From an optimization exercise on the open Yosys and OpenROAD flow, aimed at a short achievable clock period and few clock cycles; shortcuts taken in it are not production practice. Function was checked by simulation only, so behaviour that the tests miss may differ from the original. Power is estimated from default activity; no workload was simulated.

Design RV32nexpo, start of the top module:
module RV32nexpo (
  input rst,
  input clk,
  output error,
  output end_prog,
  input  [31:0] InstrData,
  output [31:0] InstrAddr,
  input  [31:0] mem_in,
  output [31:0] mem_out,
  output [31:0] mem_address,
  output [3:0]  mem_mask,
  output mem_read,
  output mem_write
);
  reg rst_r;
  always @(posedge clk) rst_r <= rst;
  reg [31:2] f_pc;       
  reg        i_v;        
  reg [31:2] i_pc;       
  reg        d_v;
  reg [31:0] d_ir;
  reg [31:2] d_pc;
  reg        halt_end, halt_err;
  reg        i_fp, d_fp;   
  reg [31:2] i_ptgt, d_ptgt, e_ptgt;   
  reg [15:0] bt_v;
  integer    bj;
  reg        be_en, be_val, bd_en;
  reg [31:2] be_pc, be_tgt, bd_pc, bd_tgt;
  reg [11:6] bt_tag [0:15];
  reg [31:2] bt_tgt [0:15];
  wire [3:0] F_idx = f_pc[5:2];
  wire       F_hit = bt_v[F_idx] & (bt_tag[F_idx] == f_pc[11:6]);
  wire [31:2] F_next = F_hit ? bt_tgt[F_idx] : f_pc + 30'd1;
  assign InstrAddr = {f_pc, 2'b00};
  assign end_prog  = halt_end;
  assign error     = halt_err;
  wire halted = halt_end | halt_err;
  wire [6:0] D_opcode = d_ir[6:0];
  wire [4:0] D_rd     = d_ir[11:7];
  wire [2:0] D_funct3 = d_ir[14:12];
  wire [4:0] D_rs1    = d_ir[19:15];
  wire [4:0] D_rs2    = d_ir[24:20];
  wire D_isLOAD   = (D_opcode == 7'b0000011);
  wire D_isFENCE  = (D_opcode == 7'b0001111);
  wire D_isALUimm = (D_opcode == 7'b0010011);
  wire D_isAUIPC  = (D_opcode == 7'b0010111);
  wire D_isSTORE  = (D_opcode == 7'b0100011);
  wire D_isALUreg = (D_opcode == 7'b0110011);
  wire D_isLUI    = (D_opcode == 7'b0110111);
  wire D_isBRANCH = (D_opcode == 7'b1100011);
  wire D_isJALR   = (D_opcode == 7'b1100111);
  wire D_isJAL    = (D_opcode == 7'b1101111);
  ...
clock: 10.0 ns
lec_check: 0
abc_clock_period_in_ps: 2500
cap_margin: 20
core_margin: 2
core_utilization: 40
slew_margin: 20
standard.sh (not shown) runs the stock make flow with config.mk's settings and CLKGATE_MAP_FILE= SYNTH_SCRIPT=/design/flow/synth_recipe.tcl, a recipe that flattens the netlist after the stock synthesis.
==> flow/flow/run.sh <==
#!/bin/bash
# The standard layout (standard.sh: ORFS synthesis to final) with two
# layout settings changed; the clock, its period and the I/O constraints are
# the standard flow's, unchanged:
# - SETUP_SLACK_MARGIN: repair_timing works until the worst setup slack is
#   this many ns (or it can do no better);
# - BUFFER_PORTS_ARGS: every input and output port still gets a buffer, a
#   buf_4 instead of the default delay buffer.
# ORFS writes each step's full log under orfs/logs/; make's own output goes
# to orfs_make.log here.
set -euo pipefail
bash standard.sh SETUP_SLACK_MARGIN=6.5 "BUFFER_PORTS_ARGS=-buffer_cell sky130_fd_sc_hd__buf_4" finish > orfs_make.log 2>&1
The baseline ran to the end with no violations.
Testbench counts at the start, summed over its fixed seeds: cycles 28,519.
Then changed:
Settings changed: CORE_UTILIZATION 40 to 55.
Cell count drops by 8.3%.
Power shrinks by 1.8%.
Routed wire length is lower by 4.6%.
Count of clock-buffer cells in the layout came out higher by 3.

---

Another version of the RTL of RV32nexpo (not shown whole).
Size in the first run: about 9200 cells after synthesis, roughly 2600 flip-flops, about 120000 µm² of cells after synthesis.
Settings: LEC_CHECK=0, ABC_CLOCK_PERIOD_IN_PS=2500, CAP_MARGIN=20, CORE_MARGIN=2, CORE_UTILIZATION=55, SLEW_MARGIN=20; clock period 10.0 ns.
Scripts as last shown in full above: flow/flow/run.sh
The first run went through all stages and came out clean.
Testbench counts at the start, summed over its fixed seeds: cycles 27,897.
Then changed:
Settings changed: CORE_UTILIZATION 55 to 50.
The new run completed without violations.
Die area increases by roughly a tenth.
Area after synthesis is unchanged.
Worst setup slack gets worse by 0.0074 ns.
Wire length increases slightly.
Via count decreases slightly.
Worst hold slack gets worse by 0.026 ns.
Final cell count increases by a few percent.
Count of clock-buffer cells in the layout increases by 15.
Clock skew increases by 0.032 ns.
Total power increases slightly.
Then changed:
Settings changed: CORE_UTILIZATION 50 to 55, PLACE_DENSITY set to 0.7.
Result: Register-to-register slack got worse by 0.03 ns; die area went down by about 9%; power is lower by about 2%; final area fell by about 0.7%.

## separate check: timing with driven ports
The results above use ideal ports. As a check the final layouts listed here were re-extracted and re-timed, cells and wires unchanged. Step 1 assumes that a clkbuf_16 drives the clock port and a buf_2 every other input. Step 2, shift: input delay + t, output delay - t, t = (earliest + latest rising clock arrival at the registers) / 2. This alone moves slack from input paths to output paths. Three values: ideal, step 1, step 2; two values: the first two.
run	t (ns)	slack for setup (ns)	worst setup path at the end	slew at the worst register clock pin (ns)	worst slew at a driven data input, ns
the first run of note 1	0.971	6.263 / 6.263 / 5.799	input to register	0.07 / 0.07	0.24
the second run of note 1	1.008	6.326 / 6.326 / 5.715	input to register	0.08 / 0.08	0.07
the first run of note 2	1.024	6.324 / 6.324 / 5.494	input to register	0.07 / 0.07	0.19
the second run of note 2	1.035	6.317 / 6.242 / 5.467	input to register	0.07 / 0.07	0.22
the third run of note 2	1.036	6.286 / 6.286 / 5.572	input to register	0.07 / 0.07	0.18
After both steps every run listed still meets setup and hold. The setup slack of the second run of note 2, which loses most, moves by -0.075 ns with the drivers and by -0.850 ns with both steps.
